This is an optimization exercise on Yosys and OpenROAD, whose aim is small area and a short achievable clock period, not a production implementation.
Only simulation tests tie the RTL to the original design; equivalence was not proved.
Power and IR drop assume default switching activity.

==> v19 <==
==> flow/design.v <==
module EX (
    input clk,
    input rst_n,
    input en,
    input stage_ID_EX__EX_regwrite,
    input stage_ID_EX__EX_memtoreg,
    input stage_ID_EX__EX_memread,
    input stage_ID_EX__EX_memwrite,
    input stage_ID_EX__EX_alusrc,
    input [1:0] stage_ID_EX__EX_aluop,
    input stage_ID_EX__EX_regdst,
    input stage_ID_EX__EX_sys_en,
    input [31:0]stage_ID_EX__EX_rs_data,
    input [31:0]stage_ID_EX__EX_rt_data,
    input [4:0]stage_ID_EX__EX_rs_id,
    input [4:0]stage_ID_EX__EX_rt_id,
    input [4:0]stage_ID_EX__EX_rd_id,
    input [31:0]stage_ID_EX__EX_sign_ext,
    input [2:0]stage_ID_EX__EX_funct3,
    input sys__EX_done,
    output reg stage_EX_MEM__MEM_regwrite,
    output reg stage_EX_MEM__MEM_memtoreg,
    output reg stage_EX_MEM__MEM_memread,
    output reg stage_EX_MEM__MEM_memwrite,
    output reg [31:0] stage_EX_MEM__MEM_alures,
    output reg [31:0] stage_EX_MEM__MEM_store_data,
    output reg [4:0]  stage_EX_MEM__MEM_rd_id,
    output EX__HDUbr_regwrite,
    output EX__HDU_memread,
    output [4:0] EX__HDU_HDUbr_rd_id,
    output EX_stall_for_sys,
    input  FU__EX_rs_wb,
    input  FU__EX_rs_mem,
    input  FU__EX_rt_wb,
    input  FU__EX_rt_mem,
    input [31:0]  WB__EX_for_help,
    input [31:0]  MEM__EX_for_help
);
wire rs_m = FU__EX_rs_mem;
wire rs_w = ~FU__EX_rs_mem & FU__EX_rs_wb;
wire rs_d = ~FU__EX_rs_mem & ~FU__EX_rs_wb;
wire rt_m = FU__EX_rt_mem;
wire rt_w = ~FU__EX_rt_mem & FU__EX_rt_wb;
wire rt_d = ~FU__EX_rt_mem & ~FU__EX_rt_wb;
wire [31:0] rs = (MEM__EX_for_help & {32{rs_m}}) | (WB__EX_for_help & {32{rs_w}}) |
                 (stage_ID_EX__EX_rs_data & {32{rs_d}});
wire [31:0] rt = (MEM__EX_for_help & {32{rt_m}}) | (WB__EX_for_help & {32{rt_w}}) |
                 (stage_ID_EX__EX_rt_data & {32{rt_d}});
wire [31:0] b  = stage_ID_EX__EX_alusrc ? stage_ID_EX__EX_sign_ext : rt;
wire [4:0] op = {stage_ID_EX__EX_aluop, stage_ID_EX__EX_funct3};
wire op_add = (op == 5'b00000) | (op == 5'b01000);
wire op_sub = (op == 5'b10000);
wire op_sll = (op == 5'b01001);
wire op_srl = (op == 5'b01101);
wire op_sra = (op == 5'b10101);
wire op_xor = (op == 5'b01100);
wire op_or  = (op == 5'b01110);
wire op_and = (op == 5'b01111);
wire ld   = rst_n & en;           
wire s_p  = ld & (op_add | op_sub | op_xor | op_or);
wire s_g  = ld & (op_or | op_and);
wire s_c  = ld & (op_add | op_sub);
wire s_sr = ld & (op_srl | op_sra);
wire s_sl = ld & op_sll;
wire s_h  = rst_n & ~en;          
wire        sub = stage_ID_EX__EX_aluop[1];
wire [31:0] bx  = b ^ {32{sub}};
wire [31:0] p   = rs ^ bx;
wire [31:0] g   = rs & bx;
wire [31:0] G0 = {g[31:1], g[0] | (p[0] & sub)};
wire [31:0] P0 = p;
wire [31:0] G1, P1, G2, P2, G3, P3, G4, P4, G5, P5;
genvar i;
generate
  for (i = 0; i < 32; i = i + 1) begin : up
    if (i % 2 == 1) begin : l1
      assign G1[i] = G0[i] | (P0[i] & G0[i-1]);
      assign P1[i] = P0[i] & P0[i-1];
    end else begin : l1n
      assign G1[i] = G0[i];
      assign P1[i] = P0[i];
    end
    if (i % 4 == 3) begin : l2
      assign G2[i] = G1[i] | (P1[i] & G1[i-2]);
      assign P2[i] = P1[i] & P1[i-2];
    end else begin : l2n
      assign G2[i] = G1[i];
      assign P2[i] = P1[i];
    end
    if (i % 8 == 7) begin : l3
      assign G3[i] = G2[i] | (P2[i] & G2[i-4]);
      assign P3[i] = P2[i] & P2[i-4];
    end else begin : l3n
      assign G3[i] = G2[i];
      assign P3[i] = P2[i];
    end
    if (i % 16 == 15) begin : l4
      assign G4[i] = G3[i] | (P3[i] & G3[i-8]);
      assign P4[i] = P3[i] & P3[i-8];
    end else begin : l4n
      assign G4[i] = G3[i];
      assign P4[i] = P3[i];
    end
    if (i == 31) begin : l5
      assign G5[i] = G4[i] | (P4[i] & G4[i-16]);
      assign P5[i] = P4[i] & P4[i-16];
    end else begin : l5n
      assign G5[i] = G4[i];
      assign P5[i] = P4[i];
    end
  end
endgenerate
wire [31:0] D4, D3, D2, D1;
generate
  for (i = 0; i < 32; i = i + 1) begin : dn
    if (i == 23) begin : d4
      assign D4[i] = G5[i] | (P5[i] & G5[15]);
    end else begin : d4n
      assign D4[i] = G5[i];
    end
    if (i % 8 == 3 && i > 8) begin : d3
      assign D3[i] = D4[i] | (P5[i] & D4[i-4]);
    end else begin : d3n
      assign D3[i] = D4[i];
    end
    if (i % 4 == 1 && i > 4) begin : d2
      assign D2[i] = D3[i] | (P5[i] & D3[i-2]);
    end else begin : d2n
      assign D2[i] = D3[i];
    end
    if (i % 2 == 0 && i > 1) begin : d1
      assign D1[i] = D2[i] | (P0[i] & D2[i-1]);
    end else begin : d1n
      assign D1[i] = D2[i];
    end
  end
endgenerate
wire [31:0] c = {D1[30:0], sub};
wire [31:0] al = (p & {32{s_p}}) ^ ((g & {32{s_g}}) | (c & {32{s_c}}));
wire [31:0] rs_rev;
generate
  for (i = 0; i < 32; i = i + 1) begin : rv
    assign rs_rev[i] = rs[31-i];
  end
endgenerate
wire [31:0] x    = op_sll ? rs_rev : rs;
wire        fill = op_sra & rs[31];
wire [4:0]  sh   = b[4:0];
wire [31:0] x1 = sh[0] ? {fill, x[31:1]}            : x;
wire [31:0] x2 = sh[1] ? {{2{fill}}, x1[31:2]}      : x1;
wire [31:0] x3 = sh[2] ? {{4{fill}}, x2[31:4]}      : x2;
wire [31:0] x4 = sh[3] ? {{8{fill}}, x3[31:8]}      : x3;
wire [31:0] y  = sh[4] ? {{16{fill}}, x4[31:16]}    : x4;
wire [31:0] y_rev;
generate
  for (i = 0; i < 32; i = i + 1) begin : yr
    assign y_rev[i] = y[31-i];
  end
endgenerate
wire [31:0] alu_d = al | (y & {32{s_sr}}) | (y_rev & {32{s_sl}}) |
                    (stage_EX_MEM__MEM_alures & {32{s_h}});
reg curr_state;
assign EX_stall_for_sys = curr_state ? ~sys__EX_done : stage_ID_EX__EX_sys_en;
always @(posedge clk) begin
    curr_state <= rst_n & EX_stall_for_sys;
end
wire [4:0] rd_sel = stage_ID_EX__EX_regdst ? stage_ID_EX__EX_rd_id : stage_ID_EX__EX_rt_id;
always @(posedge clk) begin
    stage_EX_MEM__MEM_alures <= alu_d;
end
always @(posedge clk) begin
    if (!rst_n) begin
        stage_EX_MEM__MEM_regwrite <= 0;
        stage_EX_MEM__MEM_memtoreg <= 0;
        stage_EX_MEM__MEM_memread <= 0;
        stage_EX_MEM__MEM_memwrite <= 0;
        stage_EX_MEM__MEM_store_data <= 0;
        stage_EX_MEM__MEM_rd_id <= 0;
    end else if (en) begin
        stage_EX_MEM__MEM_regwrite <= ~EX_stall_for_sys & stage_ID_EX__EX_regwrite;
        stage_EX_MEM__MEM_memtoreg <= ~EX_stall_for_sys & stage_ID_EX__EX_memtoreg;
        stage_EX_MEM__MEM_memread  <= ~EX_stall_for_sys & stage_ID_EX__EX_memread;
        stage_EX_MEM__MEM_memwrite <= ~EX_stall_for_sys & stage_ID_EX__EX_memwrite;
        stage_EX_MEM__MEM_store_data <= rt;
        stage_EX_MEM__MEM_rd_id      <= rd_sel;
    end
end
assign EX__HDU_HDUbr_rd_id = rd_sel;
assign EX__HDU_memread = stage_ID_EX__EX_memread;
assign EX__HDUbr_regwrite = stage_ID_EX__EX_regwrite;
endmodule
==> flow/flow/run.sh <==
#!/bin/bash
# Standard layout, but buffer the ports with the smallest buffer cell.
set -o pipefail
bash standard.sh BUFFER_PORTS_ARGS="-buffer_cell sky130_fd_sc_hd__buf_1" finish > flow_standard.log 2>&1
==> flow/standard.sh <==
#!/bin/bash
# synth_recipe.tcl (not shown) runs the flow's synth.tcl, then flattens the netlist and writes it again
# the make line also repeats each setting of config.mk as NAME=value (left out here)
make -C /OpenROAD-flow-scripts/flow DESIGN_CONFIG=/design/flow/config.mk WORK_HOME=/design/flow/orfs CLKGATE_MAP_FILE= SYNTH_SCRIPT=/design/flow/synth_recipe.tcl "${@:-finish}"
==> flow/config.mk <==
export PLATFORM = sky130hd
export DESIGN_NAME = EX
export DESIGN_NICKNAME = EX
export VERILOG_FILES = /design/flow/design.v
export SDC_FILE = /design/flow/constraint.sdc
export NUM_CORES = 4
export LEC_CHECK = 0
export ABC_AREA = 1
export CAP_MARGIN = 20
export CORE_MARGIN = 2
export CORE_UTILIZATION = 40
export SETUP_SLACK_MARGIN = 2.5
export SLEW_MARGIN = 20
==> flow/constraint.sdc <==
create_clock -name core_clock -period 5.2 [get_ports {clk}]
set_input_delay 1.0400 -clock core_clock [delete_from_list [all_inputs] [get_ports {clk}]]
set_output_delay 1.0400 -clock core_clock [all_outputs]
set_load 0.01 [all_outputs]
==> v28: changes against v19 <==
--- a/flow/design.v
+++ b/flow/design.v
@@ -69,42 +69,18 @@
 wire [31:0] g   = rs & bx;
-wire [31:0] G0 = {g[31:1], g[0] | (p[0] & sub)};
-wire [31:0] P0 = p;
-wire [31:0] G1, P1, G2, P2, G3, P3, G4, P4, G5, P5;
-genvar i;
+wire [31:0] Gs [0:5];
+wire [31:0] Ps [0:5];
+assign Gs[0] = {g[31:1], g[0] | (p[0] & sub)};
+assign Ps[0] = p;
+genvar i, k;
 generate
-  for (i = 0; i < 32; i = i + 1) begin : up
-    if (i % 2 == 1) begin : l1
-      assign G1[i] = G0[i] | (P0[i] & G0[i-1]);
-      assign P1[i] = P0[i] & P0[i-1];
-    end else begin : l1n
-      assign G1[i] = G0[i];
-      assign P1[i] = P0[i];
-    end
-    if (i % 4 == 3) begin : l2
-      assign G2[i] = G1[i] | (P1[i] & G1[i-2]);
-      assign P2[i] = P1[i] & P1[i-2];
-    end else begin : l2n
-      assign G2[i] = G1[i];
-      assign P2[i] = P1[i];
-    end
-    if (i % 8 == 7) begin : l3
-      assign G3[i] = G2[i] | (P2[i] & G2[i-4]);
-      assign P3[i] = P2[i] & P2[i-4];
-    end else begin : l3n
-      assign G3[i] = G2[i];
-      assign P3[i] = P2[i];
-    end
-    if (i % 16 == 15) begin : l4
-      assign G4[i] = G3[i] | (P3[i] & G3[i-8]);
-      assign P4[i] = P3[i] & P3[i-8];
-    end else begin : l4n
-      assign G4[i] = G3[i];
-      assign P4[i] = P3[i];
-    end
-    if (i == 31) begin : l5
-      assign G5[i] = G4[i] | (P4[i] & G4[i-16]);
-      assign P5[i] = P4[i] & P4[i-16];
-    end else begin : l5n
-      assign G5[i] = G4[i];
-      assign P5[i] = P4[i];
+  for (k = 0; k < 5; k = k + 1) begin : lv
+    for (i = 0; i < 32; i = i + 1) begin : bt
+      if ((i >> k) % 2 == 1) begin : nd
+        localparam integer J = ((i >> k) << k) - 1;
+        assign Gs[k+1][i] = Gs[k][i] | (Ps[k][i] & Gs[k][J]);
+        assign Ps[k+1][i] = Ps[k][i] & Ps[k][J];
+      end else begin : pass
+        assign Gs[k+1][i] = Gs[k][i];
+        assign Ps[k+1][i] = Ps[k][i];
+      end
     end
@@ -112,28 +88,3 @@
 endgenerate
-wire [31:0] D4, D3, D2, D1;
-generate
-  for (i = 0; i < 32; i = i + 1) begin : dn
-    if (i == 23) begin : d4
-      assign D4[i] = G5[i] | (P5[i] & G5[15]);
-    end else begin : d4n
-      assign D4[i] = G5[i];
-    end
-    if (i % 8 == 3 && i > 8) begin : d3
-      assign D3[i] = D4[i] | (P5[i] & D4[i-4]);
-    end else begin : d3n
-      assign D3[i] = D4[i];
-    end
-    if (i % 4 == 1 && i > 4) begin : d2
-      assign D2[i] = D3[i] | (P5[i] & D3[i-2]);
-    end else begin : d2n
-      assign D2[i] = D3[i];
-    end
-    if (i % 2 == 0 && i > 1) begin : d1
-      assign D1[i] = D2[i] | (P0[i] & D2[i-1]);
-    end else begin : d1n
-      assign D1[i] = D2[i];
-    end
-  end
-endgenerate
-wire [31:0] c = {D1[30:0], sub};
+wire [31:0] c = {Gs[5][30:0], sub};
 wire [31:0] al = (p & {32{s_p}}) ^ ((g & {32{s_g}}) | (c & {32{s_c}}));
- ABC_AREA: 1 -> unset
- SETUP_SLACK_MARGIN: 2.5 -> 1.5
==> v7: changes against v19 <==
--- a/flow/design.v
+++ b/flow/design.v
@@ -69,42 +69,18 @@
 wire [31:0] g   = rs & bx;
-wire [31:0] G0 = {g[31:1], g[0] | (p[0] & sub)};
-wire [31:0] P0 = p;
-wire [31:0] G1, P1, G2, P2, G3, P3, G4, P4, G5, P5;
-genvar i;
+wire [31:0] Gs [0:5];
+wire [31:0] Ps [0:5];
+assign Gs[0] = {g[31:1], g[0] | (p[0] & sub)};
+assign Ps[0] = p;
+genvar i, k;
 generate
-  for (i = 0; i < 32; i = i + 1) begin : up
-    if (i % 2 == 1) begin : l1
-      assign G1[i] = G0[i] | (P0[i] & G0[i-1]);
-      assign P1[i] = P0[i] & P0[i-1];
-    end else begin : l1n
-      assign G1[i] = G0[i];
-      assign P1[i] = P0[i];
-    end
-    if (i % 4 == 3) begin : l2
-      assign G2[i] = G1[i] | (P1[i] & G1[i-2]);
-      assign P2[i] = P1[i] & P1[i-2];
-    end else begin : l2n
-      assign G2[i] = G1[i];
-      assign P2[i] = P1[i];
-    end
-    if (i % 8 == 7) begin : l3
-      assign G3[i] = G2[i] | (P2[i] & G2[i-4]);
-      assign P3[i] = P2[i] & P2[i-4];
-    end else begin : l3n
-      assign G3[i] = G2[i];
-      assign P3[i] = P2[i];
-    end
-    if (i % 16 == 15) begin : l4
-      assign G4[i] = G3[i] | (P3[i] & G3[i-8]);
-      assign P4[i] = P3[i] & P3[i-8];
-    end else begin : l4n
-      assign G4[i] = G3[i];
-      assign P4[i] = P3[i];
-    end
-    if (i == 31) begin : l5
-      assign G5[i] = G4[i] | (P4[i] & G4[i-16]);
-      assign P5[i] = P4[i] & P4[i-16];
-    end else begin : l5n
-      assign G5[i] = G4[i];
-      assign P5[i] = P4[i];
+  for (k = 0; k < 5; k = k + 1) begin : lv
+    for (i = 0; i < 32; i = i + 1) begin : bt
+      if ((i >> k) % 2 == 1) begin : nd
+        localparam integer J = ((i >> k) << k) - 1;
+        assign Gs[k+1][i] = Gs[k][i] | (Ps[k][i] & Gs[k][J]);
+        assign Ps[k+1][i] = Ps[k][i] & Ps[k][J];
+      end else begin : pass
+        assign Gs[k+1][i] = Gs[k][i];
+        assign Ps[k+1][i] = Ps[k][i];
+      end
     end
@@ -112,28 +88,3 @@
 endgenerate
-wire [31:0] D4, D3, D2, D1;
-generate
-  for (i = 0; i < 32; i = i + 1) begin : dn
-    if (i == 23) begin : d4
-      assign D4[i] = G5[i] | (P5[i] & G5[15]);
-    end else begin : d4n
-      assign D4[i] = G5[i];
-    end
-    if (i % 8 == 3 && i > 8) begin : d3
-      assign D3[i] = D4[i] | (P5[i] & D4[i-4]);
-    end else begin : d3n
-      assign D3[i] = D4[i];
-    end
-    if (i % 4 == 1 && i > 4) begin : d2
-      assign D2[i] = D3[i] | (P5[i] & D3[i-2]);
-    end else begin : d2n
-      assign D2[i] = D3[i];
-    end
-    if (i % 2 == 0 && i > 1) begin : d1
-      assign D1[i] = D2[i] | (P0[i] & D2[i-1]);
-    end else begin : d1n
-      assign D1[i] = D2[i];
-    end
-  end
-endgenerate
-wire [31:0] c = {D1[30:0], sub};
+wire [31:0] c = {Gs[5][30:0], sub};
 wire [31:0] al = (p & {32{s_p}}) ^ ((g & {32{s_g}}) | (c & {32{s_c}}));
- SETUP_SLACK_MARGIN: 2.5 -> 2.2
==> notes <==
v19 went through all stages and came out clean. v28 passed the timing, DRC and antenna checks. v7 produced a clean layout. The highest cell area belongs to v7, the lowest to v19. Between v28 and v19, the lower combinational power is in v19 (gap about 3%, measured against v19). Synthesized cell count: v19 is lower than v7 (about 11%). The lowest non-clock buffer count belongs to v28, the highest to v7. Of v28 and v19, v28 has the higher area after synthesis (gap about 8%, measured against v19). In v7 the final cell count is higher than in v28, by about 27%.

## what the ideal ports hide
How much do the figures lean on ideal ports? The routed layouts below were timed once more, with nothing changed but the port constraints.
Step 1 sets driving cells, clkbuf_16 on the clock port and buf_2 on the other inputs (assumed; they add their load-dependent delay and slew).
Step 2 times the ports against the registers' clock, not the clock port: input delays grow and output delays shrink by t, the midpoint of the rising clock arrivals with the driver on.
a / b / c = no drivers / after step 1 / after step 2; a / b = the first two.
run | t, ns | setup slack, ns | worst data-port slew with drivers (ns)
v19 | 0.402 | 1.651 / 1.649 / 1.247 | 0.09
v28 | 0.415 | 1.015 / 1.024 / 0.609 | 0.07
v7 | 0.405 | 1.720 / 1.726 / 1.320 | 0.08
After both steps setup and hold are still met in every run listed. For v28, which loses most, drivers alone change the setup slack by +0.009 ns; drivers and shift together by -0.406 ns.
